Source: an optimization exercise on an open RTL-to-GDS flow (aim: small area). Production flows keep margins and buffers that such runs may drop. In this exercise RTL edits were held to simulation tests only and were not proved equivalent to the original.

oak:
// dct_1d
module dct_1d(
    input clk,
    input rst_n,
    input enable,
    input signed [9:0] x0, input signed [9:0] x1, input signed [9:0] x2, input signed [9:0] x3,
    input signed [9:0] x4, input signed [9:0] x5, input signed [9:0] x6, input signed [9:0] x7,
    output reg signed [10:0] y0, output reg signed [10:0] y1, output reg signed [10:0] y2, output reg signed [10:0] y3,
    output reg signed [10:0] y4, output reg signed [10:0] y5, output reg signed [10:0] y6, output reg signed [10:0] y7,
    output valid
);
reg [1:0] vp;
always @(posedge clk) if (!rst_n) vp <= 2'd0; else vp <= {vp[0:0], enable};
assign valid = vp[1];
wire a0, a1; ha_cell u_a0 (.a(x0[0]), .b(x7[0]), .s(a0), .co(a1));
wire a2, a3; fa_cell u_a2 (.a(x0[1]), .b(x7[1]), .c(a1), .s(a2), .co(a3));
wire a4, a5; fa_cell u_a4 (.a(x0[2]), .b(x7[2]), .c(a3), .s(a4), .co(a5));
wire a6 = x0[3] ^ x7[3];
wire a7 = x0[3] & x7[3];
wire a8 = x0[4] ^ x7[4];
wire a9 = x0[4] & x7[4];
wire a10 = x0[5] ^ x7[5];
wire a11 = x0[5] & x7[5];
wire a12 = x0[6] ^ x7[6];
wire a13 = x0[6] & x7[6];
wire a14 = x0[7] ^ x7[7];
wire a15 = x0[7] & x7[7];
wire a16 = x0[8] ^ x7[8];
wire a17 = x0[8] & x7[8];
wire a18 = x0[9] ^ x7[9];
wire a19 = x0[9] & x7[9];
wire a20 = x0[9] ^ x7[9];
wire a21 = x0[9] & x7[9];
wire a22 = a7 | (a6 & a5);
wire a23 = a11 | (a10 & a9);
wire a24 = a10 & a8;
wire a25 = a15 | (a14 & a13);
wire a26 = a14 & a12;
wire a27 = a19 | (a18 & a17);
wire a28 = a18 & a16;
wire a29 = a9 | (a8 & a22);
wire a30 = a23 | (a24 & a22);
wire a31 = a17 | (a16 & a25);
wire a32 = a16 & a26;
wire a33 = a27 | (a28 & a25);
wire a34 = a28 & a26;
wire a35 = a13 | (a12 & a30);
wire a36 = a25 | (a26 & a30);
wire a37 = a31 | (a32 & a30);
wire a38 = a33 | (a34 & a30);
wire a39 = a21 | (a20 & a38);
wire a40 = a6 ^ a5;
wire a41 = a8 ^ a22;
wire a42 = a10 ^ a29;
wire a43 = a12 ^ a30;
wire a44 = a14 ^ a35;
wire a45 = a16 ^ a36;
wire a46 = a18 ^ a37;
wire a47 = a20 ^ a38;
wire a48, a49; ha_cell u_a48 (.a(x1[0]), .b(x6[0]), .s(a48), .co(a49));
wire a50, a51; fa_cell u_a50 (.a(x1[1]), .b(x6[1]), .c(a49), .s(a50), .co(a51));
wire a52, a53; fa_cell u_a52 (.a(x1[2]), .b(x6[2]), .c(a51), .s(a52), .co(a53));
wire a54 = x1[3] ^ x6[3];
wire a55 = x1[3] & x6[3];
wire a56 = x1[4] ^ x6[4];
wire a57 = x1[4] & x6[4];
wire a58 = x1[5] ^ x6[5];
  ...
Size: roughly 170 I/O pins, about 0.032 sq mm of cells after synthesis.
clock: 6.0 ns
lec_check: 0
abc_area: 1
cap_margin: 20
core_margin: 2
core_utilization: 40
gpl_timing_driven: 0
slew_margin: 20
synth_hierarchical: 1
run.sh (not shown) runs the stock make flow with config.mk's settings and CLKGATE_MAP_FILE= SYNTH_SCRIPT=/design/flow/synth_recipe.tcl, a recipe that flattens the netlist after the stock synthesis.
### oak -> pine
Settings: PLACE_DENSITY: unset -> 0.8; ABC_AREA: 1 -> 0; GPL_TIMING_DRIVEN: 0 -> unset.
Notes after the runs:
- pine ran in full, but the layout does not pass; the checks complain about setup timing.
- Of pine and oak, the higher synthesized cell count belongs to oak.
- The higher synthesized area came out of oak.

* * *

Starting RTL as in the previous note.
Settings: LEC_CHECK=0, ABC_AREA=1, CAP_MARGIN=20, CORE_MARGIN=2, CORE_UTILIZATION=40, PLACE_DENSITY=0.9, SLEW_MARGIN=20, SYNTH_HIERARCHICAL=1; clock period 6.0 ns.
The baseline finished clean.
Rerun with:
CORE_UTILIZATION = 60   (was 40)
PLACE_DENSITY = 0.8   (was 0.9)
Result: The new run completed with no timing, DRC or antenna violations; area after synthesis does not change; count of clock-buffer cells in the layout grows by 1; final cell count shrinks by 8.1%; synthesized cell count is unchanged; sequential share of layout area barely changes.
Rerun with:
CORE_UTILIZATION = 40   (was 60)
PLACE_DENSITY = default   (was 0.8)
=> The new run went through all stages and came out clean; cell count came out higher by 8.6%; synthesized area does not change; routed wire length drops by 4.7%; hold slack is worse by 0.0046 ns; clock skew grows by 0.0099 ns; maximum frequency grows by 0.37%; die area came out higher by 49%; worst setup slack gains 0.022 ns; core utilization drops by 23 points.
Rerun with:
CAP_MARGIN = 0   (was 20)
SLEW_MARGIN = 0   (was 20)
=>
- routed wire length is unchanged
- setup slack does not change
- final cell count stays the same
- design area stays the same
- via count stays the same
- hold slack stays the same
- first-iteration DRC count stays the same
- synthesized cell count does not change
- sequential share of layout area does not change

==> what the ideal ports hide <==
No port has a modelled driver above. Below, the same layouts with a new extraction and two added sets of constraints.
Step 1, drivers: a clkbuf_16 drives clk and a buf_2 each remaining input, both assumed.
Step 2, shift: input delay + t, output delay - t, t = (earliest + latest rising clock arrival at the registers) / 2. This alone moves slack from input paths to output paths.
Three values: ideal, step 1, step 2; two values: the first two.
run	t (ns)	setup slack, ns	worst slew at a driven data input, ns
oak	0.571	0.065 / 0.065 / -0.350	0.11
pine	0.574	-0.281 / -0.281 / -0.281	0.09
the first run of note 2	0.561	0.091 / 0.091 / -0.249	0.24
the second run of note 2	0.563	0.159 / 0.159 / -0.215	0.07
the third run of note 2	0.565	0.180 / 0.180 / -0.239	0.08
the fourth run of note 2	0.565	0.180 / 0.180 / -0.239	0.08
With both steps, setup timing fails in 5 of these runs, where it was met with ideal ports.
